Source: an optimization exercise on an open RTL-to-GDS flow (aim: small area and a short achievable clock period). Production flows keep margins and buffers that such runs may drop.
In this exercise RTL edits were held to simulation tests only and were not proved equivalent to the original.

==> flow/design.v (excerpt) <==
module half_sigmoid(
input rstn,
input clk,
input in_valid,
input [15:0] a,
output out_valid,
output [15:0] c
);
Size: ~27,000 um^2 of cells after synthesis.
Settings: LEC_CHECK=0, ABC_AREA=1, CAP_MARGIN=20, CORE_MARGIN=2, CORE_UTILIZATION=40, GPL_TIMING_DRIVEN=0, SETUP_SLACK_MARGIN=5, SLEW_MARGIN=20; clock period 9.5 ns.
standard.sh (not shown) runs the stock make flow with config.mk's settings and CLKGATE_MAP_FILE= SYNTH_SCRIPT=/design/flow/synth_recipe.tcl, a recipe that flattens the netlist after the stock synthesis.
==> flow/flow/run.sh <==
#!/bin/bash
# Standard ORFS layout, except that after the standard synthesis the
# combinational logic between the registers is re-mapped by ABC for area
# (flip-flops, their names and cell types are kept as synthesis made them).
set -euo pipefail
RES=$PWD/orfs/results/$FLOW_PLATFORM/half_sigmoid/base
YOSYS=$FLOW_HOME/../tools/install/yosys/bin/yosys
bash standard.sh synth > synth.log 2>&1
cp $RES/1_2_yosys.v $RES/1_2_yosys_std.v
LIB=$FLOW_HOME/platforms/$FLOW_PLATFORM/lib/sky130_fd_sc_hd__tt_025C_1v80.lib \
IN=$RES/1_2_yosys_std.v OUT=$RES/1_2_yosys.v TOP=$FLOW_TOP \
  $YOSYS -c flow/remap.tcl > remap.log 2>&1
bash standard.sh finish BUFFER_PORTS_ARGS="-buffer_cell sky130_fd_sc_hd__buf_4" SETUP_SLACK_MARGIN=5.5 > standard.log 2>&1
==> flow/flow/abc.constr <==
set_driving_cell sky130_fd_sc_hd__buf_1
set_load 5
==> flow/flow/remap.tcl <==
yosys -import
set lib $::env(LIB)
set dont {}
foreach c {probe_p_8 probec_p_8} { lappend dont -dont_use sky130_fd_sc_hd__$c }
lappend dont -dont_use {sky130_fd_sc_hd__lpflow_*} -dont_use {sky130_fd_sc_hd__fill_*}
read_liberty -ignore_miss_func $lib
read_verilog $::env(IN)
hierarchy -top $::env(TOP)
set seq {}
foreach m [split [string trim [tee -q -s result.string select -list-mod =A:liberty_cell]] "\n"] { }
# keep flip-flops and tie cells as cells
foreach c [split [exec grep -o {sky130_fd_sc_hd__\(df\|conb\|dl\|sdf\|ed\)[a-z0-9_]*} $::env(IN) | sort -u] "\n"] {
  if {$c ne ""} { setattr -mod -set keep_hierarchy 1 $c; lappend seq $c }
}
flatten
opt_clean
abc -liberty $lib {*}$dont -script "+strash;dch,-f;map,-D,2500;topo;buffer;upsize;dnsize" -constr flow/abc.constr
opt_clean -purge
foreach c $seq { blackbox $c }
hierarchy -top $::env(TOP)
hilomap -singleton -hicell sky130_fd_sc_hd__conb_1 HI -locell sky130_fd_sc_hd__conb_1 LO
splitnets
opt_clean -purge
tee -o $::env(OUT).stat stat -liberty $lib
write_verilog -noattr -noexpr -nohex -nodec $::env(OUT)
Change:
--- a/flow/flow/run.sh
+++ b/flow/flow/run.sh
@@ -4 +4,3 @@
-# (flip-flops, their names and cell types are kept as synthesis made them).
+# (flip-flops, their names and cell types are kept as synthesis made them),
+# the port buffers are buf_4 cells and timing repair aims at a 3.9 ns period
+# (setup margin 5.6 ns at the design's 9.5 ns clock; the SDC is unchanged).
@@ -13 +15 @@
-bash standard.sh finish BUFFER_PORTS_ARGS="-buffer_cell sky130_fd_sc_hd__buf_4" SETUP_SLACK_MARGIN=5.5 > standard.log 2>&1
+bash standard.sh finish BUFFER_PORTS_ARGS="-buffer_cell sky130_fd_sc_hd__buf_4" SETUP_SLACK_MARGIN=5.6 > standard.log 2>&1
CTS_BUF_LIST = sky130_fd_sc_hd__clkbuf_4 sky130_fd_sc_hd__clkbuf_8   (was default)
Result: Design area came out higher by about 1.5%. Cell count went up by 1.5%. Setup slack gets better by 0.25 ns. Routed wire length came out higher by about 1.7%.

---

half_sigmoid again, from the RTL that the note above started with.
Settings: LEC_CHECK=0, ABC_AREA=1, CAP_MARGIN=20, CORE_MARGIN=2, CORE_UTILIZATION=40, GPL_TIMING_DRIVEN=0, SETUP_SLACK_MARGIN=5, SLEW_MARGIN=20; clock period 9.5 ns.
==> flow/flow/run.sh <==
#!/bin/bash
# Standard ORFS layout, except that after the standard synthesis the
# combinational logic between the registers is re-mapped by ABC for area
# (flip-flops, their names and cell types are kept as synthesis made them).
set -euo pipefail
RES=$PWD/orfs/results/$FLOW_PLATFORM/half_sigmoid/base
YOSYS=$FLOW_HOME/../tools/install/yosys/bin/yosys
bash standard.sh synth > synth.log 2>&1
cp $RES/1_2_yosys.v $RES/1_2_yosys_std.v
LIB=$FLOW_HOME/platforms/$FLOW_PLATFORM/lib/sky130_fd_sc_hd__tt_025C_1v80.lib \
IN=$RES/1_2_yosys_std.v OUT=$RES/1_2_yosys.v TOP=$FLOW_TOP \
  $YOSYS -c flow/remap.tcl > remap.log 2>&1
bash standard.sh finish BUFFER_PORTS_ARGS="-buffer_cell sky130_fd_sc_hd__buf_4" SETUP_SLACK_MARGIN=5.6 > standard.log 2>&1
Scripts as last shown in full above: flow/flow/abc.constr, flow/flow/remap.tcl
The baseline produced a clean layout.
==> next run, changes <==
--- a/flow/flow/run.sh
+++ b/flow/flow/run.sh
@@ -12,2 +12,2 @@
   $YOSYS -c flow/remap.tcl > remap.log 2>&1
-bash standard.sh finish BUFFER_PORTS_ARGS="-buffer_cell sky130_fd_sc_hd__buf_4" SETUP_SLACK_MARGIN=5.6 > standard.log 2>&1
+bash standard.sh finish BUFFER_PORTS_ARGS="-buffer_cell sky130_fd_sc_hd__buf_4" SETUP_SLACK_MARGIN=5.8 > standard.log 2>&1
=>
- design area rose by 5.6%
- first-iteration DRC count fell by 6.5%
- synthesized area does not change
- cell count rose by 1.8%
- wire length rose by 4.6%
- synthesized cell count stays the same
- fmax fell by 0.56%
- global-route usage barely changes
- core utilization rose by 2.6 points
==> next run, changes <==
--- a/flow/flow/run.sh
+++ b/flow/flow/run.sh
@@ -12,2 +12,2 @@
   $YOSYS -c flow/remap.tcl > remap.log 2>&1
-bash standard.sh finish BUFFER_PORTS_ARGS="-buffer_cell sky130_fd_sc_hd__buf_4" SETUP_SLACK_MARGIN=5.8 > standard.log 2>&1
+bash standard.sh finish BUFFER_PORTS_ARGS="-buffer_cell sky130_fd_sc_hd__buf_4" SETUP_SLACK_MARGIN=5.7 > standard.log 2>&1
--- a/flow/flow/remap.tcl
+++ b/flow/flow/remap.tcl
@@ -16,3 +16,3 @@
 opt_clean
-abc -liberty $lib {*}$dont -script "+strash;dch,-f;map,-D,2500;topo;buffer;upsize;dnsize" -constr flow/abc.constr
+abc -liberty $lib {*}$dont -script "+strash;dch,-f;map,-D,3000;topo;buffer;upsize;dnsize" -constr flow/abc.constr
 opt_clean -purge
Outcome: The new run passed the timing, design-rule and antenna checks; clock-buffer cell count increases by 1; clock skew decreases by 3.0 ps; design area increases by a few percent; synthesized cell count decreases by a few percent.
==> next run, changes <==
--- a/flow/flow/remap.tcl
+++ b/flow/flow/remap.tcl
@@ -16,3 +16,3 @@
 opt_clean
-abc -liberty $lib {*}$dont -script "+strash;dch,-f;map,-D,3000;topo;buffer;upsize;dnsize" -constr flow/abc.constr
+abc -liberty $lib {*}$dont -script "+strash;dch,-f;map,-D,2500;topo;buffer;upsize;dnsize" -constr flow/abc.constr
 opt_clean -purge
Result:
- clock skew hardly moves
- worst setup slack improves by 350 ps
- wire length is lower by 8.2%
- synthesized cell count grows by 2.3%
- cell area decreases by 7.3%
- via count went down by 3.5%
- hold slack gets worse by 9.4 ps
- cell count shrinks by 3.0%
- fmax climbs by 9.4%
- count of clock-buffer cells in the layout came out lower by 1

port drivers added, routing unchanged:
No port has a modelled driver above. Below, the same layouts with a new extraction and two added sets of constraints.
Step 1 assumes that a clkbuf_16 drives the clock port and a buf_2 every other input.
Step 2 adds t to the input delays and takes it off the output delays; t is the mean of the earliest and latest rising clock arrival at the registers after step 1. Input paths then give back, and output paths get back, about the clock's delay inside the block.
a / b / c = ideal / step 1 / step 2; a / b = the first two.
run	t (ns)	setup slack, ns	hold slack, ns	latest minus earliest clock arrival (ns)	worst register clock-pin slew, ns
the first run of note 1	0.661	5.584 / 5.584 / 5.584	0.298 / 0.298 / 0.298	0.031 / 0.031	0.08 / 0.08
the second run of note 1	0.706	5.839 / 5.839 / 5.839	0.288 / 0.288 / 0.288	0.051 / 0.050	0.07 / 0.07
the first run of note 2	0.661	5.850 / 5.850 / 5.850	0.299 / 0.299 / 0.299	0.031 / 0.031	0.08 / 0.08
the second run of note 2	0.663	5.829 / 5.829 / 5.829	0.297 / 0.297 / 0.297	0.032 / 0.032	0.08 / 0.08
the third run of note 2	0.634	5.473 / 5.473 / 5.473	0.311 / 0.311 / 0.311	0.033 / 0.032	0.07 / 0.07
the fourth run of note 2	0.659	5.820 / 5.820 / 5.820	0.301 / 0.301 / 0.301	0.030 / 0.031	0.08 / 0.08
After both steps every run listed still meets setup and hold.
